This is an optimization exercise on Yosys and OpenROAD, whose aim is small area and a short achievable clock period, not a production implementation. Only simulation tests tie the RTL to the original design; equivalence was not proved. The flow treats the clock pin as an ideal source. Dropping or thinning the clock tree relies on that and would not hold on a real chip. Power is estimated from default activity; no workload was simulated.

[config.mk]
export PLATFORM = sky130hd
export DESIGN_NAME = conv
export DESIGN_NICKNAME = conv
export VERILOG_FILES = /design/flow/design.v
export SDC_FILE = /design/flow/constraint.sdc
export NUM_CORES = 4
export LEC_CHECK = 0
export CAP_MARGIN = 20
export CORE_MARGIN = 2
export CORE_UTILIZATION = 40
export SLEW_MARGIN = 20
[constraint.sdc]
create_clock -name core_clock -period 6.0 [get_ports {clk}]
set_input_delay 1.2000 -clock core_clock [delete_from_list [all_inputs] [get_ports {clk}]]
set_output_delay 1.2000 -clock core_clock [all_outputs]
set_load 0.01 [all_outputs]
[design.v]
`timescale 1ns / 1ps
module conv( input clk, input data_in, input [1:0]row_in, input [1:0]col_in,
input signed [7:0]data, output reg signed [7:0]out );
reg [7:0] n00, n01, n02, x20, x21, x22;
wire w0 = data_in & (row_in == 2'd0);
wire w2 = data_in & (row_in == 2'd2);
always @(posedge clk) begin
  if (w0 & (col_in == 2'd0)) n00 <= ~data;
  if (w0 & (col_in == 2'd1)) n01 <= ~data;
  if (w0 & (col_in == 2'd2)) n02 <= ~data;
  if (w2 & (col_in == 2'd0)) x20 <= data;
  if (w2 & (col_in == 2'd1)) x21 <= data;
  if (w2 & (col_in == 2'd2)) x22 <= data;
end
wire [10:0] a = {3'b0, x20}, b = {3'b0, x22}, c = {3'b0, n00};
wire [10:0] d = {3'b0, n02}, e = {2'b0, x21, 1'b0}, f = {2'b0, n01, 1'b0};
wire [10:0] s1 = a ^ b ^ c;
wire [10:0] c1 = {(a & b | a & c | b & c), 1'b1};
wire [10:0] s2 = d ^ e ^ f;
wire [10:0] maj2 = d & e | d & f | e & f;    
wire [10:0] c2 = {maj2[9:1], 1'b1, 1'b0};
wire [10:0] s3 = s1 ^ c1 ^ s2;
wire [10:0] c3 = {(s1 & c1 | s1 & s2 | c1 & s2), 1'b1};
wire [10:0] s4 = s3 ^ c3 ^ c2;
wire [10:0] c4 = {(s3 & c3 | s3 & c2 | c3 & c2), 1'b0};
wire [7:0] g = s4[7:0] & c4[7:0];
wire [7:0] p = s4[7:0] ^ c4[7:0];
wire [7:0] g1, p1, g2, p2, g3;
genvar i;
generate for (i = 0; i < 8; i = i + 1) begin : ks
  assign g1[i] = (i >= 1) ? g[i] | p[i] & g[i-1] : g[i];
  assign p1[i] = (i >= 1) ? p[i] & p[i-1] : p[i];
  assign g2[i] = (i >= 2) ? g1[i] | p1[i] & g1[i-2] : g1[i];
  assign p2[i] = (i >= 2) ? p1[i] & p1[i-2] : p1[i];
  assign g3[i] = (i >= 4) ? g2[i] | p2[i] & g2[i-4] : g2[i];
end endgenerate
wire [8:0] cy = {g3, 1'b0};           
wire g1_copy = ~(~s4[1] | ~c4[1]);
wire [7:0] lo = p ^ {cy[7:3], g1_copy, cy[1:0]};
localparam [127:0] HTAB = 128'hfffffffffffffffbfffbb220b2200000;
wire [4:0] hb = {c4[10], c4[9], s4[9], c4[8], s4[8]};
wire [3:0] hf = HTAB[hb*4 +: 4];
wire sat  = cy[8] ? hf[0] : hf[2];
wire pass = cy[8] ? hf[1] : hf[3];
wire hold = data_in;
always @(posedge clk)
  out <= {8{hold}} & out | {8{~hold & sat}} | {8{~hold & pass}} & lo;
endmodule
[flow/run.sh]
#!/bin/bash
# Layout flow: the standard ORFS flow (standard.sh) with these changes.
#  - Synthesis: Yosys synth without its early ABC pass (SYNTH_ARGS=-noabc), so the
#    carry-save adder written in the RTL reaches extract_fa intact; ABC area script;
#    half-adder cells are don't-use (full adders are still used). Registers come out
#    as in the standard synthesis.
#  - Port buffers are buf_2 cells; core utilisation 60%; hold repair margin 0.2 ns.
#  - After clock tree synthesis, flow/skew.tcl (POST_CTS_TCL):
#      1. flow/tree.tcl replaces the clock tree by TREE_N clkbuf_8 cells on the clock
#         port, each driving one group of flip-flops;
#      2. the clock of the out register gets a buffer and delay cells (useful skew
#         for the paths from the window registers into out);
#      3. the nets driving many flip-flop enable pins get a buffer;
#      4. the paths from the input ports are repaired up to the slack the skew reached.
# make's output (all tools) goes to standard.log here; ORFS's per-step logs are
# under orfs/logs.
export TREE_N=4
export TREE_CELL=sky130_fd_sc_hd__clkbuf_8
export SKEW_DRV_CELL=sky130_fd_sc_hd__clkbuf_4
export SKEW_REPAIR_GAIN=0
export SKEW_OUT_MARGIN=0
export SKEW_DE_FANOUT=4
export SKEW_DE_BUF=sky130_fd_sc_hd__buf_4
export SKEW_INPUT_EXTRA=0.1
# The platform's don't-use list, then the half-adder cells.
DU="sky130_fd_sc_hd__lpflow_bleeder_1 sky130_fd_sc_hd__lpflow_clkbufkapwr_1 sky130_fd_sc_hd__lpflow_clkbufkapwr_16 sky130_fd_sc_hd__lpflow_clkbufkapwr_2 sky130_fd_sc_hd__lpflow_clkbufkapwr_4 sky130_fd_sc_hd__lpflow_clkbufkapwr_8 sky130_fd_sc_hd__lpflow_clkinvkapwr_1 sky130_fd_sc_hd__lpflow_clkinvkapwr_16 sky130_fd_sc_hd__lpflow_clkinvkapwr_2 sky130_fd_sc_hd__lpflow_clkinvkapwr_4 sky130_fd_sc_hd__lpflow_clkinvkapwr_8 sky130_fd_sc_hd__lpflow_decapkapwr_12 sky130_fd_sc_hd__lpflow_decapkapwr_3 sky130_fd_sc_hd__lpflow_decapkapwr_4 sky130_fd_sc_hd__lpflow_decapkapwr_6 sky130_fd_sc_hd__lpflow_decapkapwr_8 sky130_fd_sc_hd__lpflow_inputiso0n_1 sky130_fd_sc_hd__lpflow_inputiso0p_1 sky130_fd_sc_hd__lpflow_inputiso1n_1 sky130_fd_sc_hd__lpflow_inputiso1p_1 sky130_fd_sc_hd__lpflow_inputisolatch_1 sky130_fd_sc_hd__lpflow_isobufsrc_1 sky130_fd_sc_hd__lpflow_isobufsrc_16 sky130_fd_sc_hd__lpflow_isobufsrc_2 sky130_fd_sc_hd__lpflow_isobufsrc_4 sky130_fd_sc_hd__lpflow_isobufsrc_8 sky130_fd_sc_hd__lpflow_isobufsrckapwr_16 sky130_fd_sc_hd__lpflow_lsbuf_lh_hl_isowell_tap_1 sky130_fd_sc_hd__lpflow_lsbuf_lh_hl_isowell_tap_2 sky130_fd_sc_hd__lpflow_lsbuf_lh_hl_isowell_tap_4 sky130_fd_sc_hd__lpflow_lsbuf_lh_isowell_4 sky130_fd_sc_hd__lpflow_lsbuf_lh_isowell_tap_1 sky130_fd_sc_hd__lpflow_lsbuf_lh_isowell_tap_2 sky130_fd_sc_hd__lpflow_lsbuf_lh_isowell_tap_4 sky130_fd_sc_hd__probe_p_8 sky130_fd_sc_hd__probec_p_8  sky130_fd_sc_hd__ha_1 sky130_fd_sc_hd__ha_2 sky130_fd_sc_hd__ha_4"
bash standard.sh DONT_USE_CELLS="$DU" SYNTH_ARGS=-noabc ABC_AREA=1 BUFFER_PORTS_ARGS='-buffer_cell sky130_fd_sc_hd__buf_2' CORE_UTILIZATION=60 HOLD_SLACK_MARGIN=0.2 PLACE_DENSITY=0.45 POST_CTS_TCL=$PWD/flow/skew.tcl finish > standard.log 2>&1
[flow/skew.tcl]
# Run after clock tree synthesis (POST_CTS_TCL). Optionally replaces the clock
# tree (tree.tcl). Then useful skew for the paths from the window registers
# into the out register: the clock of the out flip-flops gets a buffer
# (SKEW_DRV_CELL) and a chain of delay cells in front of it. Each cell of the
# chain is chosen from a list by the worst slack it gives to the paths into and
# out of the out flip-flops, and the chain stops when no cell improves that
# slack. Then optional repairs of the enable nets and of the input paths.
proc skew_env {name default} {
  if {[info exists ::env($name)] && $::env($name) ne ""} { return $::env($name) }
  return $default
}
set drv_cell [skew_env SKEW_DRV_CELL sky130_fd_sc_hd__clkbuf_4]
set cands [skew_env SKEW_CANDS {sky130_fd_sc_hd__clkdlybuf4s50_1 sky130_fd_sc_hd__clkdlybuf4s25_1 sky130_fd_sc_hd__clkdlybuf4s18_1 sky130_fd_sc_hd__clkdlybuf4s15_1 sky130_fd_sc_hd__clkbuf_1}]
set max_cells [skew_env SKEW_MAX_CELLS 6]
set ::skew_out_margin [skew_env SKEW_OUT_MARGIN 0]

# The slack the skew trades: the worst of the paths into the out flip-flops
# and the paths from them to the output ports.
proc skew_ws {} {
  estimate_parasitics -placement
  set d [get_pins -of_objects $::skew_out_regs -filter "direction == input"]
  set a [get_property [find_timing_paths -to $d -path_delay max] slack]
  set b [get_property [find_timing_paths -to [all_outputs] -path_delay max] slack]
  return [expr {min($a, $b - $::skew_out_margin)}]
}
proc skew_input_pin {inst} {
  return [get_pins -of_objects [get_cells $inst] -filter "direction == input"]
}

# Optionally replace the clock tree first (flow/tree.tcl).
if {[skew_env TREE_N 0] > 0} {
  source [file join [file dirname [info script]] tree.tcl]
  estimate_parasitics -placement
}
set pins {}
foreach pin [all_registers -clock_pins] {
  if {[string match {out\[*} [get_full_name $pin]]} { lappend pins $pin }
}
puts "skew: [llength $pins] out clock pins"
set ::skew_out_regs [get_cells -of_objects $pins]
set ws0 [skew_ws]
puts "skew: worst setup slack without skew $ws0"
set head [insert_buffer -buffer_cell $drv_cell -load_pins $pins -load_pins_on_diff_nets -buffer_name skew_drv -net_name skew_net]
set ws [skew_ws]
puts "skew: driver $head ($drv_cell): worst setup slack $ws"
if {$ws <= $ws0} {
  remove_buffers $head
  estimate_parasitics -placement
  puts "skew: no gain, driver removed"
} else {
  for {set i 0} {$i < $max_cells} {incr i} {
    set x [insert_buffer -buffer_cell [lindex $cands 0] -load_pins [skew_input_pin $head] -buffer_name skew_dly$i -net_name skew_net]
    set best ""
    set best_ws $ws
    foreach c $cands {
      replace_cell $x $c
      set w [skew_ws]
      puts "skew:   $c: $w"
      if {$w > $best_ws + 0.002} { set best $c; set best_ws $w }
    }
    if {$best eq ""} {
      remove_buffers $x
      estimate_parasitics -placement
      puts "skew: no cell improves the slack; chain done"
      break
    }
    replace_cell $x $best
    set head $x
    set ws [skew_ws]
    puts "skew: added $x ($best): worst setup slack $ws"
  }
}
# Optionally, give the nets that drive the flip-flops' enable pins
# (SKEW_DE_FANOUT or more of them) a stronger driver: the same cell at drive
# strength 4 when the library has it.
set de_fanout [skew_env SKEW_DE_FANOUT 0]
if {$de_fanout > 0} {
  set lib_cells {}
  foreach n [[ord::get_db_block] getNets] {
    set de 0
    set drv ""
    foreach it [$n getITerms] {
      if {[$it getMTerm] ne "" && [[$it getMTerm] getName] eq "DE"} { incr de }
      if {[$it isOutputSignal]} { set drv [$it getInst] }
    }
    if {$de >= $de_fanout && $drv ne "" && [string match {sky130_fd_sc_hd__buf_*} [[$drv getMaster] getName]]} {
      puts "skew: [$n getName] ($de enable pins) is already driven by a buffer"
    } elseif {$de >= $de_fanout && $drv ne "" && [skew_env SKEW_DE_BUF ""] ne ""} {
      set b [insert_buffer -buffer_cell [skew_env SKEW_DE_BUF ""] -net [$n getName]]
      puts "skew: buffered [$n getName] ($de enable pins) with [skew_env SKEW_DE_BUF ""]"
    } elseif {$de >= $de_fanout && $drv ne ""} {
      set m [[$drv getMaster] getName]
      regsub {_[0-9]+$} $m {_4} m4
      if {$m4 ne $m && [[ord::get_db] findMaster $m4] ne "NULL"} {
        puts "skew: [$drv getName] $m -> $m4 (drives $de enable pins)"
        replace_cell [$drv getName] $m4
      }
    }
  }
  estimate_parasitics -placement
  puts "skew: after enable drivers, worst setup slack [worst_slack -max]"
}
# Optionally, repair the paths from the input ports alone (the skew does not
# change them) up to the slack the skew reached, plus SKEW_INPUT_EXTRA.
set in_extra [skew_env SKEW_INPUT_EXTRA ""]
if {$in_extra ne ""} {
  set target [expr {[skew_ws] + $in_extra}]
  set d [get_pins -of_objects $::skew_out_regs -filter "direction == input"]
  set_false_path -setup -to $d
  set_false_path -setup -to [all_outputs]
  estimate_parasitics -placement
  puts "skew: input paths: worst slack [worst_slack -max], target $target"
  repair_timing -setup -setup_margin $target -verbose
  unset_path_exceptions -setup -to $d
  unset_path_exceptions -setup -to [all_outputs]
  estimate_parasitics -placement
  puts "skew: after input repair, worst setup slack [worst_slack -max]"
}
# Optionally, size up cells on the worst paths once the skew is in place.
set gain [skew_env SKEW_REPAIR_GAIN 0]
if {$gain > 0} {
  estimate_parasitics -placement
  set ws [worst_slack -max]
  repair_timing -setup -setup_margin [expr {$ws + $gain}] -sequence [skew_env SKEW_REPAIR_SEQ "sizeup,swap"] -verbose
  estimate_parasitics -placement
  puts "skew: after repair, worst setup slack [worst_slack -max]"
}
foreach n [[ord::get_db_block] getNets] {
  if {[string match skew_net* [$n getName]]} { $n setSigType CLOCK }
}
detailed_placement
check_placement -verbose
estimate_parasitics -placement
puts "skew: final worst setup slack [worst_slack -max]"
[flow/tree.tcl]
# Replace the clock tree that CTS built with TREE_N clock buffers (TREE_CELL),
# each driven by the clock port and driving the clock pins of one group of
# flip-flops (groups by recursive bisection of their positions).
proc tree_env {name default} {
  if {[info exists ::env($name)] && $::env($name) ne ""} { return $::env($name) }
  return $default
}
proc tree_center {it} {
  set b [[$it getInst] getBBox]
  return [list [expr {([$b xMin] + [$b xMax]) / 2}] [expr {([$b yMin] + [$b yMax]) / 2}]]
}
# split a list of iterms into n groups, alternating the axis
proc tree_split {its n axis} {
  if {$n <= 1} { return [list $its] }
  set keyed {}
  foreach it $its { lappend keyed [list [lindex [tree_center $it] $axis] $it] }
  set sorted {}
  foreach k [lsort -integer -index 0 $keyed] { lappend sorted [lindex $k 1] }
  set n1 [expr {$n / 2}]
  set cut [expr {([llength $sorted] * $n1) / $n}]
  set a [lrange $sorted 0 [expr {$cut - 1}]]
  set b [lrange $sorted $cut end]
  return [concat [tree_split $a $n1 [expr {1 - $axis}]] [tree_split $b [expr {$n - $n1}] [expr {1 - $axis}]]]
}
set block [ord::get_db_block]
set clk_port_net [[$block findBTerm clk] getNet]
set master [[ord::get_db] findMaster [tree_env TREE_CELL sky130_fd_sc_hd__clkbuf_8]]
set nbuf [tree_env TREE_N 3]
set sinks {}
foreach inst [$block getInsts] {
  if {[string match {sky130_fd_sc_hd__*df*} [[$inst getMaster] getName]]} {
    lappend sinks [$inst findITerm CLK]
  }
}
# the old tree: every other instance on the clock nets
set old_nets {}
foreach n [$block getNets] {
  if {[$n getSigType] eq "CLOCK" && $n ne $clk_port_net} { lappend old_nets $n }
}
set old_insts {}
foreach n [concat [list $clk_port_net] $old_nets] {
  foreach it [$n getITerms] {
    set i [$it getInst]
    if {![string match {sky130_fd_sc_hd__*df*} [[$i getMaster] getName]] && [lsearch -exact $old_insts $i] < 0} { lappend old_insts $i }
  }
}
foreach it $sinks { $it disconnect }
foreach i $old_insts { puts "tree: removing [$i getName] ([[$i getMaster] getName])"; odb::dbInst_destroy $i }
foreach n $old_nets { if {[llength [$n getITerms]] == 0} { odb::dbNet_destroy $n } }
set k 0
foreach group [tree_split $sinks $nbuf 0] {
  set sx 0; set sy 0
  foreach it $group { lassign [tree_center $it] x y; incr sx $x; incr sy $y }
  set buf [odb::dbInst_create $block $master clk_tree_buf$k]
  $buf setLocation [expr {$sx / [llength $group]}] [expr {$sy / [llength $group]}]
  $buf setPlacementStatus PLACED
  set net [odb::dbNet_create $block clk_tree_net$k]
  $net setSigType CLOCK
  [$buf findITerm A] connect $clk_port_net
  [$buf findITerm X] connect $net
  foreach it $group { $it connect $net }
  puts "tree: clk_tree_buf$k ([$master getName]) drives [llength $group] clock pins"
  incr k
}
[standard.sh]
#!/bin/bash
# synth_recipe.tcl (not shown) runs the flow's synth.tcl, then flattens the netlist and writes it again
# the make line also repeats each setting of config.mk as NAME=value (left out here)
make -C /OpenROAD-flow-scripts/flow DESIGN_CONFIG=/design/flow/config.mk WORK_HOME=/design/flow/orfs CLKGATE_MAP_FILE= SYNTH_SCRIPT=/design/flow/synth_recipe.tcl "${@:-finish}"
==> results.yml, run 1 <==
global_routing:
  gr-usage-all-layers: 0.204
  grt_pass1_wl_um: 7770
  grt_remaining_overflow: 0
  grt_pass1_vias: 1706
  grt_max_degree: 15
  antenna_found_initial: 0
sta:
  period_needed_ns: 2.44
  setup_viol: 0
  worstMarginPinSlew_ns: 0.314
  fin_skew_ns: 0.644
  fmax_mhz: 409
  maxSlewViolCount: 0
  finalHoldViolations: 0
  min_period_over_period: 0.407
  setup_tns_ns: 0
  rsz0062_at_grt: "no"
  slew_headroom: 0.788
setup_path:
  crit_start: "out[6]$_DFF_P_"
  r2r-start: "x20[6]$_DFFE_PP_"
  cp_data_arrival_time_ns: 1.24
  critPathTopFamily: "flip-flops"
  worstPathCellList: "buf_2"
  worstSetupEndpointType: "output port"
  cpMaxStageDelayCell: "dfxtp_1"
  cp_max_fo: 2
  path_buf_inv: 1
  startpoint_type: "flip-flop"
  crit_type: "flip-flop to output port"
  required_ns: 4.80
  critPathMaxStageDelay_ns: 0.34
yosys:
  yosysWarnings: 1
  synthTopCellsByArea: "edfxtp_1, fa_1, nand2_1"
  synth_fa_ha_area_frac: 0.209
  synth_fp_nets: 277
  async_flop_share: 0
  yosys_most_used_dff: "edfxtp_1"
  synthDistinctLibCells: 21
  synth-simple-area-share: 0.173
  postSynthCellCount: 233
  yosysSeqAreaShare: 0.558
  yosys.area.top_type: "edfxtp_1"
  synth_xor_area_frac: 0.0153
  synth_most_common_cell: "nand2_1"
  synth_edf_count: 48
  syn_avg_cell_area_um2: 12.3
  yosysTopAreaCellShare: 0.503
  syn_area_um2: 2870
  ys_top_cells_by_count: "nand2_1, edfxtp_1, fa_1"
  synth_top_family_by_area: "adder cells"
  synthMuxAreaShare: 0
  synth-compound-area-share: 0.00698
  ys_ff_latch: 56
floorplan:
  fp.coreArea_um2: 4660
  ios: 22
  start_util: 0.615
  die_h_um: 73.1
  num_rows: 25
  dieArea_um2: 5350
  die_w_um: 73.1
drt:
  first_pass_iters: 4
  antenna_left: 0
  drc_errors: 0
  routed-wl-met3_um: 213
  wl_met2_um: 2430
  vias: 1721
  drt_wl_total_um: 4860
  wl_met1_um: 2110
  dr.max_layer_used: "met4"
  drtIter0Drc: 81
  wl_per_cell_um: 15.0
  viasPerCell: 5.33
finish:
  area_growth_pct: 12.2
  drive_gt1_frac: 0.186
  final_net_count: 315
  n_antenna_cell: 0
  nFillCells: 357
placed_design:
  port_buffers: 21
  dp_hpwl_um: 3550
  place.gp.congestion: 0.803
power_and_ir_drop:
  ir_drop_v: 0.000187
  p_leak_nw: 1.33
  powerDensity_nw_per_um2: 265
  power_mw: 0.852
clock_network:
  path_clk_slew_ns: 0.09
  clock_latency_ns: 0.77
  cts.sinks: 56
min_path:
  hold_path.class: "flip-flop to flip-flop"
  min_from: "n02[0]$_DFFE_PP_"
run_status:
  status: "finished clean"
run:
  cap_viol_max_count: 0
## where the power goes
| part | leakage [nW] | switching, mW | internal, mW |
|---|---|---|---|
| clock network | 0.0373 | 0.0921 | 0.0799 |
| logic | 0.795 | 0.133 | 0.0863 |
| registers | 0.501 | 0.0123 | 0.449 |
| total | 1.33 | 0.237 | 0.615 |
## routing by layer
metal | up-vias | track usage
li1 | 834 | -
met1 | 844 | 0.269
met2 | 36 | 0.341
met3 | 7 | 0.0331
met4 | 0 | 0.0782
met5 | - | 0
## cells in the final DEF (no fill, tap or decap), types with 3 or more instances in the layout
cell type  netlist  routed
fa_1            30      30
nor3_2           0       3
clkbuf_8         0       4
xor2_1           3       3
inv_1           24      24
nand2_1         57      57
edfxtp_1        48      48
nor2_1          13      13
o21ai_0          4       4
nand3_1         22      22
buf_4            0       8
buf_2            1      21
dfxtp_1          8       8
nand2_2          4       4
## flip-flops by register name, summed over array words and instances (netlist names)
signal	flops
n00	8
n01	8
n02	8
out	8
x20	8
x21	8
x22	8
## final timing paths
check / endpoint / slack, ns / cells after the start
hold / removal: out[2]$_DFF_P_ / 0.14 / 4
setup reg to reg: out[5]$_DFF_P_ / 3.59 / 14
hold reg to reg: out[2]$_DFF_P_ / 0.14 / 4
setup / recovery: out[6] / 3.56 / 1
## cell type report, clock buffers not listed
type	count	area (um2)	area share
multi-input cells	149	1190	0.369
well taps	54	67.6	0.0210
inverters	27	105	0.0327
flip-flops and latches	56	1600	0.498
repair buffers	31	185	0.0575
plain buffers	4	55.1	0.0171
## logic make-up (layout without fill, tap and decap cells)
family | Yosys count | in the layout
AND/OR/NAND/NOR | 110 | 110
flip-flops | 56 | 56
adder cells (fa/ha/maj) | 30 | 30
buffers and inverters | 28 | 64
XOR/XNOR | 5 | 5
AO/OA/AOI/OAI | 4 | 4
## stage by stage
stage	utilization	setup slack (ns)	cell area (um2)	cells	hold slack, ns
floorplan	-	3.20	2870	233	0.500
global placement	0.659	2.96	3070	310	0.451
detailed placement	0.659	2.90	3070	310	0.454
global route	0.690	3.35	3220	323	0.214
finish	0.690	3.56	3220	323	0.144
==> run 2: changes to the inputs <==
--- a/flow/run.sh
+++ b/flow/run.sh
@@ -21,7 +21,7 @@
 export SKEW_OUT_MARGIN=0
 export SKEW_DE_FANOUT=4
 export SKEW_DE_BUF=sky130_fd_sc_hd__buf_4
-export SKEW_INPUT_EXTRA=0.1
+export SKEW_INPUT_EXTRA=0.05
 # The platform's don't-use list, then the half-adder cells.
 DU="sky130_fd_sc_hd__lpflow_bleeder_1 sky130_fd_sc_hd__lpflow_clkbufkapwr_1 sky130_fd_sc_hd__lpflow_clkbufkapwr_16 sky130_fd_sc_hd__lpflow_clkbufkapwr_2 sky130_fd_sc_hd__lpflow_clkbufkapwr_4 sky130_fd_sc_hd__lpflow_clkbufkapwr_8 sky130_fd_sc_hd__lpflow_clkinvkapwr_1 sky130_fd_sc_hd__lpflow_clkinvkapwr_16 sky130_fd_sc_hd__lpflow_clkinvkapwr_2 sky130_fd_sc_hd__lpflow_clkinvkapwr_4 sky130_fd_sc_hd__lpflow_clkinvkapwr_8 sky130_fd_sc_hd__lpflow_decapkapwr_12 sky130_fd_sc_hd__lpflow_decapkapwr_3 sky130_fd_sc_hd__lpflow_decapkapwr_4 sky130_fd_sc_hd__lpflow_decapkapwr_6 sky130_fd_sc_hd__lpflow_decapkapwr_8 sky130_fd_sc_hd__lpflow_inputiso0n_1 sky130_fd_sc_hd__lpflow_inputiso0p_1 sky130_fd_sc_hd__lpflow_inputiso1n_1 sky130_fd_sc_hd__lpflow_inputiso1p_1 sky130_fd_sc_hd__lpflow_inputisolatch_1 sky130_fd_sc_hd__lpflow_isobufsrc_1 sky130_fd_sc_hd__lpflow_isobufsrc_16 sky130_fd_sc_hd__lpflow_isobufsrc_2 sky130_fd_sc_hd__lpflow_isobufsrc_4 sky130_fd_sc_hd__lpflow_isobufsrc_8 sky130_fd_sc_hd__lpflow_isobufsrckapwr_16 sky130_fd_sc_hd__lpflow_lsbuf_lh_hl_isowell_tap_1 sky130_fd_sc_hd__lpflow_lsbuf_lh_hl_isowell_tap_2 sky130_fd_sc_hd__lpflow_lsbuf_lh_hl_isowell_tap_4 sky130_fd_sc_hd__lpflow_lsbuf_lh_isowell_4 sky130_fd_sc_hd__lpflow_lsbuf_lh_isowell_tap_1 sky130_fd_sc_hd__lpflow_lsbuf_lh_isowell_tap_2 sky130_fd_sc_hd__lpflow_lsbuf_lh_isowell_tap_4 sky130_fd_sc_hd__probe_p_8 sky130_fd_sc_hd__probec_p_8  sky130_fd_sc_hd__ha_1 sky130_fd_sc_hd__ha_2 sky130_fd_sc_hd__ha_4"
-bash standard.sh DONT_USE_CELLS="$DU" SYNTH_ARGS=-noabc ABC_AREA=1 BUFFER_PORTS_ARGS='-buffer_cell sky130_fd_sc_hd__buf_2' CORE_UTILIZATION=60 HOLD_SLACK_MARGIN=0.2 PLACE_DENSITY=0.45 POST_CTS_TCL=$PWD/flow/skew.tcl finish > standard.log 2>&1
+bash standard.sh DONT_USE_CELLS="$DU" SYNTH_ARGS=-noabc ABC_AREA=1 BUFFER_PORTS_ARGS='-buffer_cell sky130_fd_sc_hd__buf_2' CORE_UTILIZATION=60 HOLD_SLACK_MARGIN=0.2 POST_CTS_TCL=$PWD/flow/skew.tcl finish > standard.log 2>&1
==> run 2 against run 1 <==
Core utilization did not move. Power did not move. Clock power barely moved. Worst hold slack did not move. Wire length did not move. Via count did not move. Clock skew did not move. Sequential share of layout area did not move. Synthesized cell count did not move. Worst setup slack did not move. Final cell count did not move.
==> results.yml, run 2 <==
yosys:
  synth_fp_nets: 277
  ys_ff_latch: 56
  yosysSeqAreaShare: 0.558
  synth_xor_area_frac: 0.0153
  synthDistinctLibCells: 21
  yosys.area.top_type: "edfxtp_1"
  synth_edf_count: 48
  yosysWarnings: 1
  yosys_most_used_dff: "edfxtp_1"
  async_flop_share: 0
  synth-compound-area-share: 0.00698
  ys_top_cells_by_count: "nand2_1, edfxtp_1, fa_1"
  synth-simple-area-share: 0.173
  synth_most_common_cell: "nand2_1"
  postSynthCellCount: 233
  yosysTopAreaCellShare: 0.503
  synthMuxAreaShare: 0
  syn_avg_cell_area_um2: 12.3
  synthTopCellsByArea: "edfxtp_1, fa_1, nand2_1"
  synth_fa_ha_area_frac: 0.209
  synth_top_family_by_area: "adder cells"
  syn_area_um2: 2870
floorplan:
  dieArea_um2: 5350
  fp.coreArea_um2: 4660
  die_w_um: 73.1
  ios: 22
  num_rows: 25
  start_util: 0.615
  die_h_um: 73.1
finish:
  nFillCells: 357
  drive_gt1_frac: 0.186
  final_net_count: 315
  area_growth_pct: 12.2
  n_antenna_cell: 0
  fin_util: 0.690
  layout_common_cells: "nand2_1, edfxtp_1, fa_1"
  final_common_cell: "nand2_1"
drt:
  drt_wl_total_um: 4860
  wl_per_cell_um: 15.0
  vias: 1721
  first_pass_iters: 4
  antenna_left: 0
  drtIter0Drc: 81
  viasPerCell: 5.33
  drc_errors: 0
setup_path:
  cp_max_fo: 2
  crit_start: "out[6]$_DFF_P_"
  required_ns: 4.80
  worstPathCellList: "buf_2"
  cpMaxStageDelayCell: "dfxtp_1"
  startpoint_type: "flip-flop"
  worstSetupEndpointType: "output port"
  r2r-start: "x20[6]$_DFFE_PP_"
  critPathMaxStageDelay_ns: 0.34
  crit_type: "flip-flop to output port"
  path_buf_inv: 1
  critPathTopFamily: "flip-flops"
  cp_data_arrival_time_ns: 1.24
sta:
  maxSlewViolCount: 0
  fin_skew_ns: 0.644
  fmax_mhz: 409
  slew_headroom: 0.788
  finalHoldViolations: 0
  setup_viol: 0
  period_needed_ns: 2.44
  setup_tns_ns: 0
  worstMarginPinSlew_ns: 0.314
  rsz0062_at_grt: "no"
  min_period_over_period: 0.407
placed_design:
  dp_hpwl_um: 3550
  port_buffers: 21
  place.gp.congestion: 0.803
clock_network:
  clock_latency_ns: 0.77
  path_clk_slew_ns: 0.09
  cts.sinks: 56
global_routing:
  grt_max_degree: 15
  gr-usage-all-layers: 0.204
  gr-usage-met3: 0.0331
  grt_pass1_vias: 1706
  antenna_found_initial: 0
  grt_most_used_layer: "met2"
  grt_remaining_overflow: 0
  met2_usage: 0.341
  grt_pass1_wl_um: 7770
  grtUsageMet1: 0.269
power_and_ir_drop:
  ir_drop_v: 0.000187
  powerDensity_nw_per_um2: 265
  p_leak_nw: 1.33
run:
  cap_viol_max_count: 0
run_status:
  status: "finished clean"
min_path:
  min_from: "n02[0]$_DFFE_PP_"
  hold_path.class: "flip-flop to flip-flop"
-- run 2: cell counts after synthesis --
Identical to the previous run, type by type.
-- run 2: where the power goes --
group	leakage [nW]	internal [mW]	switching [mW]	total (mW)
sequential	0.501	0.449	0.0123	0.461
combinational	0.795	0.0863	0.133	0.219
clock	0.0373	0.0799	0.0921	0.172
-- run 2: tightest hold or removal path: cells and delay by family, from the launching register on --
family	cells	cell delay (ns)
XOR/XNOR	1	0.07
flip-flops	1	0.41
AND/OR/NAND/NOR	3	0.26
-- run 2: layer usage --
layer | part of all wire | wire [um] | vias to the layer above
li1 | - | - | 834
met1 | 0.43 | 2110 | 844
met2 | 0.50 | 2430 | 36
met3 | 0.044 | 213 | 7
met4 | 0.021 | 102 | 0
met5 | 0 | 0 | -
-- run 2: logic make-up after synthesis --
logic type | after synthesis
DFF | 56
buffers and inverters | 28
adders and majority gates | 30
and+or+nand+nor | 110
AOI/OAI and AO/OA | 4
xor gates and xnor gates | 5
-- run 2: worst paths after layout --
path,endpoint,slack [ns],cells past startpoint
worst max register to register,out[5]$_DFF_P_,3.59,14
worst min-delay path,out[2]$_DFF_P_,0.14,4
worst min register to register,out[2]$_DFF_P_,0.14,4
worst max-delay path,out[6],3.56,1
-- run 2: metrics by stage --
stage	total power [mW]	hold slack, ns	cell area (um2)	cells	setup WS [ns]
detailed placement	0.687	0.454	3070	310	2.90
global route	0.902	0.214	3220	323	3.35
finish	0.852	0.144	3220	323	3.56
floorplan	0.629	0.500	2870	233	3.20
global placement	0.683	0.451	3070	310	2.96
-- run 2: cell type report, clock buffers not listed --
cell class,instances,area (um2),share of cell area
flip-flops and latches,56,1600,0.498
plain buffers,4,55.1,0.0171
inverters,27,105,0.0327
multi-input cells,149,1190,0.369
well taps,54,67.6,0.0210
repair buffers,31,185,0.0575
==> run 3: changes to the inputs <==
--- a/flow/run.sh
+++ b/flow/run.sh
@@ -20,8 +20,8 @@
 export SKEW_REPAIR_GAIN=0
 export SKEW_OUT_MARGIN=0
 export SKEW_DE_FANOUT=4
-export SKEW_DE_BUF=sky130_fd_sc_hd__buf_4
-export SKEW_INPUT_EXTRA=0.05
+export SKEW_DE_BUF=sky130_fd_sc_hd__buf_2
+export SKEW_INPUT_EXTRA=0.1
 # The platform's don't-use list, then the half-adder cells.
 DU="sky130_fd_sc_hd__lpflow_bleeder_1 sky130_fd_sc_hd__lpflow_clkbufkapwr_1 sky130_fd_sc_hd__lpflow_clkbufkapwr_16 sky130_fd_sc_hd__lpflow_clkbufkapwr_2 sky130_fd_sc_hd__lpflow_clkbufkapwr_4 sky130_fd_sc_hd__lpflow_clkbufkapwr_8 sky130_fd_sc_hd__lpflow_clkinvkapwr_1 sky130_fd_sc_hd__lpflow_clkinvkapwr_16 sky130_fd_sc_hd__lpflow_clkinvkapwr_2 sky130_fd_sc_hd__lpflow_clkinvkapwr_4 sky130_fd_sc_hd__lpflow_clkinvkapwr_8 sky130_fd_sc_hd__lpflow_decapkapwr_12 sky130_fd_sc_hd__lpflow_decapkapwr_3 sky130_fd_sc_hd__lpflow_decapkapwr_4 sky130_fd_sc_hd__lpflow_decapkapwr_6 sky130_fd_sc_hd__lpflow_decapkapwr_8 sky130_fd_sc_hd__lpflow_inputiso0n_1 sky130_fd_sc_hd__lpflow_inputiso0p_1 sky130_fd_sc_hd__lpflow_inputiso1n_1 sky130_fd_sc_hd__lpflow_inputiso1p_1 sky130_fd_sc_hd__lpflow_inputisolatch_1 sky130_fd_sc_hd__lpflow_isobufsrc_1 sky130_fd_sc_hd__lpflow_isobufsrc_16 sky130_fd_sc_hd__lpflow_isobufsrc_2 sky130_fd_sc_hd__lpflow_isobufsrc_4 sky130_fd_sc_hd__lpflow_isobufsrc_8 sky130_fd_sc_hd__lpflow_isobufsrckapwr_16 sky130_fd_sc_hd__lpflow_lsbuf_lh_hl_isowell_tap_1 sky130_fd_sc_hd__lpflow_lsbuf_lh_hl_isowell_tap_2 sky130_fd_sc_hd__lpflow_lsbuf_lh_hl_isowell_tap_4 sky130_fd_sc_hd__lpflow_lsbuf_lh_isowell_4 sky130_fd_sc_hd__lpflow_lsbuf_lh_isowell_tap_1 sky130_fd_sc_hd__lpflow_lsbuf_lh_isowell_tap_2 sky130_fd_sc_hd__lpflow_lsbuf_lh_isowell_tap_4 sky130_fd_sc_hd__probe_p_8 sky130_fd_sc_hd__probec_p_8  sky130_fd_sc_hd__ha_1 sky130_fd_sc_hd__ha_2 sky130_fd_sc_hd__ha_4"
 bash standard.sh DONT_USE_CELLS="$DU" SYNTH_ARGS=-noabc ABC_AREA=1 BUFFER_PORTS_ARGS='-buffer_cell sky130_fd_sc_hd__buf_2' CORE_UTILIZATION=60 HOLD_SLACK_MARGIN=0.2 POST_CTS_TCL=$PWD/flow/skew.tcl finish > standard.log 2>&1
==> run 3 against run 2 <==
Still clean on timing, DRC and antenna. Power down 0.10%. Clock skew up 0.0015 ns. Die area unchanged. Sequential power about the same. Cell area down 0.23%. Sequential share of layout area up 0.12 points. Sequential cell count unchanged. Fmax down 0.12%. Wire length down 1.3%. Register-to-register slack about the same. Global-route usage about the same. Largest cell class unchanged.
==> results.yml, run 3 <==
floorplan:
  fp.coreArea_um2: 4660
  dieArea_um2: 5350
  ios: 22
  die_h_um: 73.1
  start_util: 0.615
  die_w_um: 73.1
  num_rows: 25
yosys:
  synth_fp_nets: 277
  yosys.area.top_type: "edfxtp_1"
  synth_most_common_cell: "nand2_1"
  ys_ff_latch: 56
  syn_area_um2: 2870
  synth_edf_count: 48
  postSynthCellCount: 233
  async_flop_share: 0
  yosysSeqAreaShare: 0.558
  yosysWarnings: 1
  synthDistinctLibCells: 21
  yosys_most_used_dff: "edfxtp_1"
  synthTopCellsByArea: "edfxtp_1, fa_1, nand2_1"
  ys_top_cells_by_count: "nand2_1, edfxtp_1, fa_1"
  yosysTopAreaCellShare: 0.503
  syn_avg_cell_area_um2: 12.3
finish:
  nFillCells: 357
  fin_cells: 323
  n_antenna_cell: 0
  drive_gt1_frac: 0.186
  layout_common_cells: "nand2_1, edfxtp_1, fa_1"
  final_common_cell: "nand2_1"
  final_net_count: 315
  area_growth_pct: 12.0
placed_design:
  place.gp.congestion: 0.803
  port_buffers: 21
  dpl.cell_count: 310
  dp_hpwl_um: 3550
min_path:
  hold_path.class: "flip-flop to flip-flop"
setup_path:
  worstSetupEndpointType: "output port"
  critPathMaxStageDelay_ns: 0.34
  worstPathCellList: "buf_2"
  startpoint_type: "flip-flop"
  cp_data_arrival_time_ns: 1.25
  path_buf_inv: 1
  crit_type: "flip-flop to output port"
  required_ns: 4.80
  cp_max_fo: 2
  cpMaxStageDelayCell: "dfxtp_1"
  critPathTopFamily: "flip-flops"
clock_network:
  cts.sinks: 56
  path_clk_slew_ns: 0.09
  clock_latency_ns: 0.77
drt:
  antenna_left: 0
  viasPerCell: 5.29
  drtIter0Drc: 54
  wl_per_cell_um: 14.8
  first_pass_iters: 4
  drt_wl_total_um: 4800
  drc_errors: 0
  vias: 1710
power_and_ir_drop:
  p_leak_nw: 1.33
  powerDensity_nw_per_um2: 265
  intPower_mw: 0.615
  p_sw_frac: 0.278
  p_switching_mw: 0.236
  seqPwrFrac: 0.542
  ir_drop_v: 0.000187
  combPwrFrac: 0.256
  pwr-share-clk: 0.202
global_routing:
  grt_pass1_wl_um: 7750
  antenna_found_initial: 0
  grt_remaining_overflow: 0
  gr-usage-all-layers: 0.204
  grt_max_degree: 15
  grt_pass1_vias: 1703
sta:
  setup_viol: 0
  fmax_mhz: 409
  period_needed_ns: 2.45
  slew_headroom: 0.789
  setup_tns_ns: 0
  finalHoldViolations: 0
  maxSlewViolCount: 0
  rsz0062_at_grt: "no"
  fin_skew_ns: 0.645
  min_period_over_period: 0.408
  holdWs_ns: 0.146
  worstMarginPinSlew_ns: 0.314
run_status:
  status: "finished clean"
run:
  cap_viol_max_count: 0
==> run 3: layer usage <==
metal  track usage  routed length (um)  up-vias
met2         0.336                2400       31
met5             0                   0        -
met4        0.0864                 122        0
met1         0.264                2050      837
met3        0.0401                 226        8
li1              -                   -      834
==> run 3: tightest hold or removal path, delay by kind of cell (launching register included) <==
family	cells	cell delay, ns
xor gates and xnor gates	1	0.07
DFF	1	0.41
and+or+nand+nor	3	0.26
==> run 3: final cells by class, clock buffers not listed <==
type	instances	area, um2	area share
buffer	4	55.1	0.0171
tap	54	67.6	0.0210
multi-input combinational	149	1190	0.369
sequential	56	1600	0.499
timing repair buffer	31	178	0.0553
inverter	27	105	0.0327
==> run 3: final timing paths <==
kind	startpoint	endpoint	slack, ns	cells after the start
worst max-delay path	out[6]$_DFF_P_	out[6]	3.55	1
worst min-delay path	n02[0]$_DFFE_PP_	out[2]$_DFF_P_	0.15	4
worst max register to register	x20[6]$_DFFE_PP_	out[5]$_DFF_P_	3.60	14
worst min register to register	n02[0]$_DFFE_PP_	out[2]$_DFF_P_	0.15	4
==> run 3: logic make-up (layout without fill, tap and decap cells) <==
group           after synthesis  in the layout  share of synthesized area
compound gates                4              4                    0.00698
xor+xnor                      5              5                     0.0153
fa+ha+maj                    30             30                      0.209
buf+inv                      28             64                     0.0371
flops                        56             56                      0.558
simple gates                110            110                      0.173
==> run 3: stage by stage <==
step	util	worst slack (ns)	area, um2	power, mW
6_report	0.689	3.55	3210	0.851
5_1_grt	0.689	3.35	3210	0.902
3_5_place_dp	0.659	2.90	3070	0.687
3_3_place_gp	0.659	2.96	3070	0.683
2_1_floorplan	-	3.20	2870	0.629
==> run 3: power by group through the flow <==
stage               logic (mW)  registers (mW)  clock network (mW)
global placement         0.213           0.470                   0
finish                   0.218           0.461               0.172
floorplan                0.149           0.480                   0
global route             0.251           0.464               0.187
detailed placement       0.217           0.470                   0
==> run 4: changes to the inputs <==
--- a/flow/run.sh
+++ b/flow/run.sh
@@ -14,8 +14,8 @@
 #      4. the paths from the input ports are repaired up to the slack the skew reached.
 # make's output (all tools) goes to standard.log here; ORFS's per-step logs are
 # under orfs/logs.
-export TREE_N=4
-export TREE_CELL=sky130_fd_sc_hd__clkbuf_8
+export TREE_N=2
+export TREE_CELL=sky130_fd_sc_hd__clkbuf_16
 export SKEW_DRV_CELL=sky130_fd_sc_hd__clkbuf_4
 export SKEW_REPAIR_GAIN=0
 export SKEW_OUT_MARGIN=0
==> run 4 against run 3 <==
Still clean. Sequential cell count did not move. Global-route usage fell by 0.75 points. Combinational power barely moved. Fmax fell by 1.8%. Wire length fell by 0.98%. Critical path depth did not move. Worst setup slack got worse by 0.044 ns. Highest routed layer unchanged.
==> results.yml, run 4 <==
run_status:
  status: "finished clean"
setup_path:
  worstPathCellList: "buf_2"
  critPathMaxStageDelay_ns: 0.35
  required_ns: 4.80
  startpoint_type: "flip-flop"
  cp-endpoint: "out[6]"
  worstSetupEndpointType: "output port"
  cp_data_arrival_time_ns: 1.29
  r2r_cells: 14
  cpMaxStageDelayCell: "dfxtp_1"
  path_buf_inv: 1
  r2r-start: "x20[6]$_DFFE_PP_"
  r2r_end: "out[5]$_DFF_P_"
  cp_max_fo: 2
  cp.depth: 1
  crit_start: "out[6]$_DFF_P_"
  ff2ff_setup_slack_ns: 3.60
  critPathTopFamily: "flip-flops"
  crit_type: "flip-flop to output port"
power_and_ir_drop:
  ir_drop_v: 0.000245
  p_leak_nw: 1.32
  powerDensity_nw_per_um2: 266
drt:
  wl_met1_um: 2110
  wl_met2_um: 2410
  drc_errors: 0
  drt_wl_total_um: 4750
  viasPerCell: 5.31
  drtIter0Drc: 45
  routed-wl-met3_um: 165
  antenna_left: 0
  dr.max_layer_used: "met4"
  vias: 1700
  wl_per_cell_um: 14.8
  first_pass_iters: 4
floorplan:
  fp.coreArea_um2: 4660
  die_h_um: 73.1
  dieArea_um2: 5350
  ios: 22
  start_util: 0.615
  num_rows: 25
  die_w_um: 73.1
sta:
  finalHoldViolations: 0
  min_period_over_period: 0.415
  rsz0062_at_grt: "no"
  fmax_mhz: 401
  period_needed_ns: 2.49
  worstMarginPinSlew_ns: 0.317
  setup_tns_ns: 0
  slew_headroom: 0.787
  fin_skew_ns: 0.654
  setup_viol: 0
  maxSlewViolCount: 0
yosys:
  postSynthCellCount: 233
  synth_fp_nets: 277
  yosys_most_used_dff: "edfxtp_1"
  synth_edf_count: 48
  synthDistinctLibCells: 21
  yosysSeqAreaShare: 0.558
  async_flop_share: 0
  synth_most_common_cell: "nand2_1"
  synthTopCellsByArea: "edfxtp_1, fa_1, nand2_1"
  yosysTopAreaCellShare: 0.503
  ys_top_cells_by_count: "nand2_1, edfxtp_1, fa_1"
  syn_avg_cell_area_um2: 12.3
  yosysWarnings: 1
  yosys.area.top_type: "edfxtp_1"
  ys_ff_latch: 56
  syn_area_um2: 2870
finish:
  area_growth_pct: 11.5
  final_net_count: 312
  n_antenna_cell: 0
  fin_util: 0.686
  final_common_cell: "nand2_1"
  drive_gt1_frac: 0.177
  layout_common_cells: "nand2_1, edfxtp_1, fa_1"
global_routing:
  grt_pass1_wl_um: 7670
  grt_pass1_vias: 1682
  grt_max_degree: 29
  gr-usage-all-layers: 0.196
  antenna_found_initial: 0
  grt_remaining_overflow: 0
min_path:
  hold_path.class: "flip-flop to flip-flop"
run:
  cap_viol_max_count: 0
clock_network:
  path_clk_slew_ns: 0.09
  cts.sinks: 56
  clock_latency_ns: 0.80
placed_design:
  port_buffers: 21
  dp_hpwl_um: 3550
  place.gp.congestion: 0.803
-- run 4: layout make-up, clock buffers not listed --
type	instances	area (um2)
Fill cell	360	1460
Timing Repair Buffer	30	170
Tap cell	54	67.6
Inverter	27	105
Buffer	2	50.0
Multi-Input combinational cell	149	1190
Sequential cell	56	1600
-- run 4: worst min-delay path by stage --
stage	startpoint	endpoint	slack, ns	cells past startpoint
after floorplan	out[1]$_DFF_P_	out[1]$_DFF_P_	0.50	2
after global placement	out[1]$_DFF_P_	out[1]$_DFF_P_	0.45	2
after detailed placement	out[0]$_DFF_P_	out[0]$_DFF_P_	0.45	2
after global routing	n00[0]$_DFFE_PP_	out[0]$_DFF_P_	0.30	5
final	n00[0]$_DFFE_PP_	out[0]$_DFF_P_	0.23	5
-- run 4: per-layer routing --
metal,GRT usage,up-vias
met5,0,-
li1,-,829
met3,0.0290,5
met4,0.0432,0
met1,0.266,837
met2,0.338,29
-- run 4: where the power goes --
group,switching [mW],internal (mW),leakage [nW]
registers,0.0125,0.449,0.501
clock network,0.0924,0.0799,0.0332
logic,0.132,0.0860,0.789
-- run 4: cells by family (layout without fill, tap and decap cells) --
kind of cell	Yosys count	count (layout)	share of synthesized area
simple gates	110	110	0.173
compound gates	4	4	0.00698
buf+inv	28	61	0.0371
xor+xnor	5	5	0.0153
flops	56	56	0.558
fa+ha+maj	30	30	0.209
-- run 4: per-stage QoR --
step / hold slack, ns / std cells / power, mW / worst slack, ns / area, um2
3_3_place_gp: 0.451 / 310 / 0.683 / 2.96 / 3070
6_report: 0.225 / 320 / 0.852 / 3.51 / 3200
3_5_place_dp: 0.454 / 310 / 0.687 / 2.90 / 3070
2_1_floorplan: 0.500 / 233 / 0.629 / 3.20 / 2870
5_1_grt: 0.299 / 320 / 0.902 / 3.37 / 3200
==> run 5: changes to the inputs <==
--- a/flow/run.sh
+++ b/flow/run.sh
@@ -14,13 +14,13 @@
 #      4. the paths from the input ports are repaired up to the slack the skew reached.
 # make's output (all tools) goes to standard.log here; ORFS's per-step logs are
 # under orfs/logs.
-export TREE_N=2
-export TREE_CELL=sky130_fd_sc_hd__clkbuf_16
+export TREE_N=4
+export TREE_CELL=sky130_fd_sc_hd__clkbuf_8
 export SKEW_DRV_CELL=sky130_fd_sc_hd__clkbuf_4
 export SKEW_REPAIR_GAIN=0
 export SKEW_OUT_MARGIN=0
 export SKEW_DE_FANOUT=4
-export SKEW_DE_BUF=sky130_fd_sc_hd__buf_2
+export SKEW_DE_BUF=sky130_fd_sc_hd__buf_4
 export SKEW_INPUT_EXTRA=0.1
 # The platform's don't-use list, then the half-adder cells.
 DU="sky130_fd_sc_hd__lpflow_bleeder_1 sky130_fd_sc_hd__lpflow_clkbufkapwr_1 sky130_fd_sc_hd__lpflow_clkbufkapwr_16 sky130_fd_sc_hd__lpflow_clkbufkapwr_2 sky130_fd_sc_hd__lpflow_clkbufkapwr_4 sky130_fd_sc_hd__lpflow_clkbufkapwr_8 sky130_fd_sc_hd__lpflow_clkinvkapwr_1 sky130_fd_sc_hd__lpflow_clkinvkapwr_16 sky130_fd_sc_hd__lpflow_clkinvkapwr_2 sky130_fd_sc_hd__lpflow_clkinvkapwr_4 sky130_fd_sc_hd__lpflow_clkinvkapwr_8 sky130_fd_sc_hd__lpflow_decapkapwr_12 sky130_fd_sc_hd__lpflow_decapkapwr_3 sky130_fd_sc_hd__lpflow_decapkapwr_4 sky130_fd_sc_hd__lpflow_decapkapwr_6 sky130_fd_sc_hd__lpflow_decapkapwr_8 sky130_fd_sc_hd__lpflow_inputiso0n_1 sky130_fd_sc_hd__lpflow_inputiso0p_1 sky130_fd_sc_hd__lpflow_inputiso1n_1 sky130_fd_sc_hd__lpflow_inputiso1p_1 sky130_fd_sc_hd__lpflow_inputisolatch_1 sky130_fd_sc_hd__lpflow_isobufsrc_1 sky130_fd_sc_hd__lpflow_isobufsrc_16 sky130_fd_sc_hd__lpflow_isobufsrc_2 sky130_fd_sc_hd__lpflow_isobufsrc_4 sky130_fd_sc_hd__lpflow_isobufsrc_8 sky130_fd_sc_hd__lpflow_isobufsrckapwr_16 sky130_fd_sc_hd__lpflow_lsbuf_lh_hl_isowell_tap_1 sky130_fd_sc_hd__lpflow_lsbuf_lh_hl_isowell_tap_2 sky130_fd_sc_hd__lpflow_lsbuf_lh_hl_isowell_tap_4 sky130_fd_sc_hd__lpflow_lsbuf_lh_isowell_4 sky130_fd_sc_hd__lpflow_lsbuf_lh_isowell_tap_1 sky130_fd_sc_hd__lpflow_lsbuf_lh_isowell_tap_2 sky130_fd_sc_hd__lpflow_lsbuf_lh_isowell_tap_4 sky130_fd_sc_hd__probe_p_8 sky130_fd_sc_hd__probec_p_8  sky130_fd_sc_hd__ha_1 sky130_fd_sc_hd__ha_2 sky130_fd_sc_hd__ha_4"
==> run 5 against run 4 <==
Critical path depth stayed put. Synthesized area stayed put. Core utilization is 0.43 points higher. First-iteration DRC count is 80% higher. Combinational power hardly changed. Fmax is 1.9% higher. Global-route usage is 0.78 points higher. Worst setup slack better by 0.047 ns. Sequential share of layout area is 0.31 points lower. Die area stayed put. Critical path type unchanged. Critical endpoint unchanged.
==> results.yml, run 5 <==
finish:
  drive_gt1_frac: 0.186
  nFillCells: 357
  multi_input_area_um2: 1190
  area_growth_pct: 12.2
  layout_common_cells: "nand2_1, edfxtp_1, fa_1"
  ff_latch_area_um2: 1600
  final_common_cell: "nand2_1"
  final_net_count: 315
  n_antenna_cell: 0
setup_path:
  cpMaxStageDelayCell: "dfxtp_1"
  critPathMaxStageDelay_ns: 0.34
  r2r_cells: 14
  crit_type: "flip-flop to output port"
  worstSetupEndpointType: "output port"
  worstPathCellList: "buf_2"
  critPathTopFamily: "flip-flops"
  r2r_end: "out[5]$_DFF_P_"
  startpoint_type: "flip-flop"
  path_buf_inv: 1
  r2r-start: "x20[6]$_DFFE_PP_"
  ff2ff_setup_slack_ns: 3.59
  required_ns: 4.80
  cp_data_arrival_time_ns: 1.24
  cp_max_fo: 2
yosys:
  synth_edf_count: 48
  yosys.area.top_type: "edfxtp_1"
  synthTopCellsByArea: "edfxtp_1, fa_1, nand2_1"
  yosys_most_used_dff: "edfxtp_1"
  synth_fp_nets: 277
  yosysTopAreaCellShare: 0.503
  syn_avg_cell_area_um2: 12.3
  postSynthCellCount: 233
  yosysSeqAreaShare: 0.558
  synthDistinctLibCells: 21
  yosysWarnings: 1
  synth_most_common_cell: "nand2_1"
  ys_top_cells_by_count: "nand2_1, edfxtp_1, fa_1"
  syn_area_um2: 2870
  async_flop_share: 0
  ys_ff_latch: 56
global_routing:
  grt_pass1_vias: 1706
  grt_pass1_wl_um: 7770
  antenna_found_initial: 0
  gr-usage-all-layers: 0.204
  grt_max_degree: 15
  grt_remaining_overflow: 0
floorplan:
  start_util: 0.615
  fp.coreArea_um2: 4660
  die_w_um: 73.1
  die_h_um: 73.1
  ios: 22
  dieArea_um2: 5350
  num_rows: 25
sta:
  holdWs_ns: 0.144
  fin_skew_ns: 0.644
  setup_tns_ns: 0
  min_period_over_period: 0.407
  slew_headroom: 0.788
  worstMarginPinSlew_ns: 0.314
  setup_viol: 0
  maxSlewViolCount: 0
  finalHoldViolations: 0
  period_needed_ns: 2.44
  rsz0062_at_grt: "no"
  fmax_mhz: 409
drt:
  viasPerCell: 5.33
  vias: 1721
  antenna_left: 0
  wl_per_cell_um: 15.0
  drt_wl_total_um: 4860
  first_pass_iters: 4
  drc_errors: 0
  drtIter0Drc: 81
power_and_ir_drop:
  ir_drop_v: 0.000187
  p_leak_nw: 1.33
  powerDensity_nw_per_um2: 265
min_path:
  hold_path.class: "flip-flop to flip-flop"
  hold_depth: 4
  min_to: "out[2]$_DFF_P_"
  min_from: "n02[0]$_DFFE_PP_"
placed_design:
  place.gp.congestion: 0.803
  dp_hpwl_um: 3550
  port_buffers: 21
run:
  cap_viol_max_count: 0
clock_network:
  cts.sinks: 56
  path_clk_slew_ns: 0.09
  clock_latency_ns: 0.77
run_status:
  status: "finished clean"
run 5: cell counts after synthesis:
Identical to the previous run, type by type.
run 5: cell type report, clock buffers not listed:
type,instances,share of cell area
sequential,56,0.498
multi-input combinational,149,0.369
timing repair buffer,31,0.0575
inverter,27,0.0327
tap,54,0.0210
buffer,4,0.0171
run 5: how the worst max path moves through the flow:
stage                                start  cells after the start                to
after floorplan           x20[6]$_DFFE_PP_                     14    out[1]$_DFF_P_
after global placement             data_in                      6  x20[5]$_DFFE_PP_
after detailed placement           data_in                      6  x20[4]$_DFFE_PP_
after global routing      x20[7]$_DFFE_PP_                     14    out[5]$_DFF_P_
final                       out[6]$_DFF_P_                      1            out[6]
run 5: report_power, final:
part	internal [mW]	switching, mW
registers	0.449	0.0123
logic	0.0863	0.133
clock network	0.0799	0.0921
total	0.615	0.237
run 5: metrics by stage:
stage | instances | power [mW] | util | setup WS [ns] | instance area (um2)
final | 323 | 0.852 | 0.690 | 3.56 | 3220
after global routing | 323 | 0.902 | 0.690 | 3.35 | 3220
after detailed placement | 310 | 0.687 | 0.659 | 2.90 | 3070
after global placement | 310 | 0.683 | 0.659 | 2.96 | 3070
after floorplan | 233 | 0.629 | - | 3.20 | 2870
run 5: kinds of logic (layout without fill, tap and decap cells):
| kind of cell | Yosys count | count (layout) | synth area share |
|---|---|---|---|
| XOR/XNOR | 5 | 5 | 0.0153 |
| AND/OR/NAND/NOR | 110 | 110 | 0.173 |
| flip-flops | 56 | 56 | 0.558 |
| buffers and inverters | 28 | 64 | 0.0371 |
| AO/OA/AOI/OAI | 4 | 4 | 0.00698 |
| adder cells (fa/ha/maj) | 30 | 30 | 0.209 |
run 5: routing by layer:
layer  track usage  up-vias  share of wire
met5             0        -              0
li1              -      834              -
met2         0.341       36           0.50
met4        0.0782        0          0.021
met1         0.269      844           0.43
met3        0.0331        7          0.044
==> run 6: changes to the inputs <==
--- a/flow/run.sh
+++ b/flow/run.sh
@@ -17,11 +17,12 @@
 export TREE_N=4
 export TREE_CELL=sky130_fd_sc_hd__clkbuf_8
 export SKEW_DRV_CELL=sky130_fd_sc_hd__clkbuf_4
-export SKEW_REPAIR_GAIN=0
+export SKEW_REPAIR_GAIN=0.1
 export SKEW_OUT_MARGIN=0
 export SKEW_DE_FANOUT=4
-export SKEW_DE_BUF=sky130_fd_sc_hd__buf_4
+export SKEW_DE_BUF=sky130_fd_sc_hd__buf_2
 export SKEW_INPUT_EXTRA=0.1
+export SKEW_HOLD_MARGIN=0.25
 # The platform's don't-use list, then the half-adder cells.
 DU="sky130_fd_sc_hd__lpflow_bleeder_1 sky130_fd_sc_hd__lpflow_clkbufkapwr_1 sky130_fd_sc_hd__lpflow_clkbufkapwr_16 sky130_fd_sc_hd__lpflow_clkbufkapwr_2 sky130_fd_sc_hd__lpflow_clkbufkapwr_4 sky130_fd_sc_hd__lpflow_clkbufkapwr_8 sky130_fd_sc_hd__lpflow_clkinvkapwr_1 sky130_fd_sc_hd__lpflow_clkinvkapwr_16 sky130_fd_sc_hd__lpflow_clkinvkapwr_2 sky130_fd_sc_hd__lpflow_clkinvkapwr_4 sky130_fd_sc_hd__lpflow_clkinvkapwr_8 sky130_fd_sc_hd__lpflow_decapkapwr_12 sky130_fd_sc_hd__lpflow_decapkapwr_3 sky130_fd_sc_hd__lpflow_decapkapwr_4 sky130_fd_sc_hd__lpflow_decapkapwr_6 sky130_fd_sc_hd__lpflow_decapkapwr_8 sky130_fd_sc_hd__lpflow_inputiso0n_1 sky130_fd_sc_hd__lpflow_inputiso0p_1 sky130_fd_sc_hd__lpflow_inputiso1n_1 sky130_fd_sc_hd__lpflow_inputiso1p_1 sky130_fd_sc_hd__lpflow_inputisolatch_1 sky130_fd_sc_hd__lpflow_isobufsrc_1 sky130_fd_sc_hd__lpflow_isobufsrc_16 sky130_fd_sc_hd__lpflow_isobufsrc_2 sky130_fd_sc_hd__lpflow_isobufsrc_4 sky130_fd_sc_hd__lpflow_isobufsrc_8 sky130_fd_sc_hd__lpflow_isobufsrckapwr_16 sky130_fd_sc_hd__lpflow_lsbuf_lh_hl_isowell_tap_1 sky130_fd_sc_hd__lpflow_lsbuf_lh_hl_isowell_tap_2 sky130_fd_sc_hd__lpflow_lsbuf_lh_hl_isowell_tap_4 sky130_fd_sc_hd__lpflow_lsbuf_lh_isowell_4 sky130_fd_sc_hd__lpflow_lsbuf_lh_isowell_tap_1 sky130_fd_sc_hd__lpflow_lsbuf_lh_isowell_tap_2 sky130_fd_sc_hd__lpflow_lsbuf_lh_isowell_tap_4 sky130_fd_sc_hd__probe_p_8 sky130_fd_sc_hd__probec_p_8  sky130_fd_sc_hd__ha_1 sky130_fd_sc_hd__ha_2 sky130_fd_sc_hd__ha_4"
 bash standard.sh DONT_USE_CELLS="$DU" SYNTH_ARGS=-noabc ABC_AREA=1 BUFFER_PORTS_ARGS='-buffer_cell sky130_fd_sc_hd__buf_2' CORE_UTILIZATION=60 HOLD_SLACK_MARGIN=0.2 POST_CTS_TCL=$PWD/flow/skew.tcl finish > standard.log 2>&1
--- a/flow/skew.tcl
+++ b/flow/skew.tcl
@@ -125,6 +125,16 @@
   estimate_parasitics -placement
   puts "skew: after repair, worst setup slack [worst_slack -max]"
 }
+# Optionally, repair hold here, where the setup slack the skew reached can be
+# protected (SKEW_HOLD_MARGIN; the setup margin is that slack less 0.05 ns).
+set hold_margin [skew_env SKEW_HOLD_MARGIN ""]
+if {$hold_margin ne ""} {
+  estimate_parasitics -placement
+  set ws [worst_slack -max]
+  repair_timing -hold -hold_margin $hold_margin -setup_margin [expr {$ws - 0.05}] -verbose
+  estimate_parasitics -placement
+  puts "skew: after hold repair, worst setup slack [worst_slack -max], worst hold slack [worst_slack -min]"
+}
 foreach n [[ord::get_db_block] getNets] {
   if {[string match skew_net* [$n getName]]} { $n setSigType CLOCK }
 }
==> run 6 against run 5 <==
Combinational power rose by 11%. Synthesized cell count did not move. Critical path depth did not move. Power rose by 4.1%. Largest power group unchanged.
==> results.yml, run 6 <==
min_path:
  hold_depth: 6
  min_from: "n00[0]$_DFFE_PP_"
  min_to: "out[1]$_DFF_P_"
  hold_path.class: "flip-flop to flip-flop"
power_and_ir_drop:
  power_mw: 0.887
  powerDensity_nw_per_um2: 270
  ir_drop_v: 0.000195
  p_leak_nw: 1.35
setup_path:
  worstSetupEndpointType: "output port"
  crit_start: "out[4]$_DFF_P_"
  r2r_cells: 14
  critPathMaxStageDelay_ns: 0.34
  cpMaxStageDelayCell: "dfxtp_2"
  r2r_end: "out[5]$_DFF_P_"
  startpoint_type: "flip-flop"
  path_buf_inv: 1
  ff2ff_setup_slack_ns: 3.67
  worstPathCellList: "buf_6"
  crit_type: "flip-flop to output port"
  critPathTopFamily: "flip-flops"
  cp_data_arrival_time_ns: 1.24
  cp_max_fo: 2
  required_ns: 4.80
  r2r-start: "n02[6]$_DFFE_PP_"
sta:
  rsz0062_at_grt: "no"
  setup_ws_ns: 3.56
  holdWs_ns: 0.351
  setup_tns_ns: 0
  finalHoldViolations: 0
  setup_viol: 0
  fmax_mhz: 409
  min_period_over_period: 0.407
  worstMarginPinSlew_ns: 0.317
  maxSlewViolCount: 0
  period_needed_ns: 2.44
  fin_skew_ns: 0.664
  slew_headroom: 0.786
placed_design:
  preCtsSetupSlack_ns: 2.90
  place.gp.congestion: 0.803
  dpl.cell_count: 310
  dp_hpwl_um: 3550
  placed_area_um2: 3070
  port_buffers: 21
global_routing:
  antenna_found_initial: 0
  gr-usage-all-layers: 0.206
  grt_max_degree: 15
  grt_pass1_wl_um: 7850
  grt_remaining_overflow: 0
  grt_pass1_vias: 1726
drt:
  drt_wl_total_um: 4850
  antenna_left: 0
  drtIter0Drc: 39
  wl_met2_um: 2450
  vias: 1728
  routed-wl-met3_um: 166
  first_pass_iters: 4
  wl_met1_um: 2100
  wl_per_cell_um: 15.0
  drc_errors: 0
  viasPerCell: 5.35
  dr.max_layer_used: "met4"
clock_network:
  clock_latency_ns: 0.79
  path_clk_slew_ns: 0.09
  cts.sinks: 56
run_status:
  status: "finished clean"
floorplan:
  dieArea_um2: 5350
  start_util: 0.615
  ios: 22
  fp.coreArea_um2: 4660
  die_w_um: 73.1
  num_rows: 25
  die_h_um: 73.1
yosys:
  yosys.area.top_type: "edfxtp_1"
  synth_most_common_cell: "nand2_1"
  synthDistinctLibCells: 21
  syn_area_um2: 2870
  ys_ff_latch: 56
  synth_edf_count: 48
  yosysWarnings: 1
  synthTopCellsByArea: "edfxtp_1, fa_1, nand2_1"
  async_flop_share: 0
  yosysTopAreaCellShare: 0.503
  yosys_most_used_dff: "edfxtp_1"
  synth_fp_nets: 277
  syn_avg_cell_area_um2: 12.3
  postSynthCellCount: 233
  ys_top_cells_by_count: "nand2_1, edfxtp_1, fa_1"
  yosysSeqAreaShare: 0.558
finish:
  fin_util: 0.704
  nFillCells: 343
  fin_cells: 323
  fin_area_um2: 3280
  drive_gt1_frac: 0.223
  n_antenna_cell: 0
  area_growth_pct: 14.4
  final_common_cell: "nand2_1"
  layout_common_cells: "nand2_1, edfxtp_1, fa_1"
  final_net_count: 315
run:
  cap_viol_max_count: 0
==> run 6: worst max-delay path by stage <==
stage	endpoint	slack, ns	depth (start not counted)
global route	out[5]$_DFF_P_	3.45	14
floorplan	out[1]$_DFF_P_	3.20	14
detailed placement	x20[4]$_DFFE_PP_	2.90	6
finish	out[4]	3.56	1
global placement	x20[5]$_DFFE_PP_	2.96	6
==> run 6: layout make-up, clock buffers not listed <==
type | instances | area (um2) | share of cell area
Buffer | 4 | 55.1 | 0.0168
Inverter | 27 | 105 | 0.0320
Multi-Input combinational cell | 149 | 1200 | 0.365
Sequential cell | 56 | 1610 | 0.491
Tap cell | 54 | 67.6 | 0.0206
Timing Repair Buffer | 31 | 228 | 0.0694
==> run 6: layer usage <==
layer / vias up / global-route usage
met4: 0 / 0.0905
met1: 856 / 0.264
met3: 8 / 0.0401
met2: 28 / 0.342
met5: - / 0
li1: 836 / -
==> run 6: report_power, final <==
part / switching (mW) / internal (mW) / total, mW / leakage, nW
Clock: 0.0930 / 0.0799 / 0.173 / 0.0373
Sequential: 0.0170 / 0.453 / 0.471 / 0.502
Combinational: 0.135 / 0.109 / 0.244 / 0.816
Total: 0.245 / 0.643 / 0.887 / 1.35
==> run 6: cell families after synthesis <==
kind of cell | Yosys count | share of synthesized area
XOR/XNOR | 5 | 0.0153
AND/OR/NAND/NOR | 110 | 0.173
flip-flops | 56 | 0.558
AO/OA/AOI/OAI | 4 | 0.00698
buffers and inverters | 28 | 0.0371
adder cells (fa/ha/maj) | 30 | 0.209

[port drivers added, routing unchanged]
How much do the figures lean on ideal ports? The routed layouts below were timed once more, with nothing changed but the port constraints.
Step 1 sets driving cells, clkbuf_16 on the clock port and buf_2 on the other inputs (assumed; they add their load-dependent delay and slew).
Step 2, shift: input delay + t, output delay - t, t = (earliest + latest rising clock arrival at the registers) / 2. This alone moves slack from input paths to output paths.
Slacks: ideal / step 1 / step 2; pairs: ideal / step 1.
run	t, ns	slack for setup (ns)	latest minus earliest clock arrival (ns)	cell pins on the clock port's net
run 1	0.500	3.556 / 3.501 / 3.164	0.643 / 0.644	4
run 2	0.500	3.556 / 3.501 / 3.164	0.643 / 0.644	4
run 3	0.500	3.553 / 3.498 / 3.161	0.646 / 0.645	4
run 4	0.518	3.509 / 3.462 / 3.117	0.654 / 0.654	2
run 5	0.500	3.556 / 3.501 / 3.164	0.643 / 0.644	4
run 6	0.509	3.557 / 3.503 / 3.133	0.664 / 0.664	4
Clock arrivals are far apart in every run listed, so t is only a midpoint there and step 2 fits no single register. The setup slack of run 6, which loses most, moves by -0.054 ns with the drivers and by -0.424 ns with both steps.
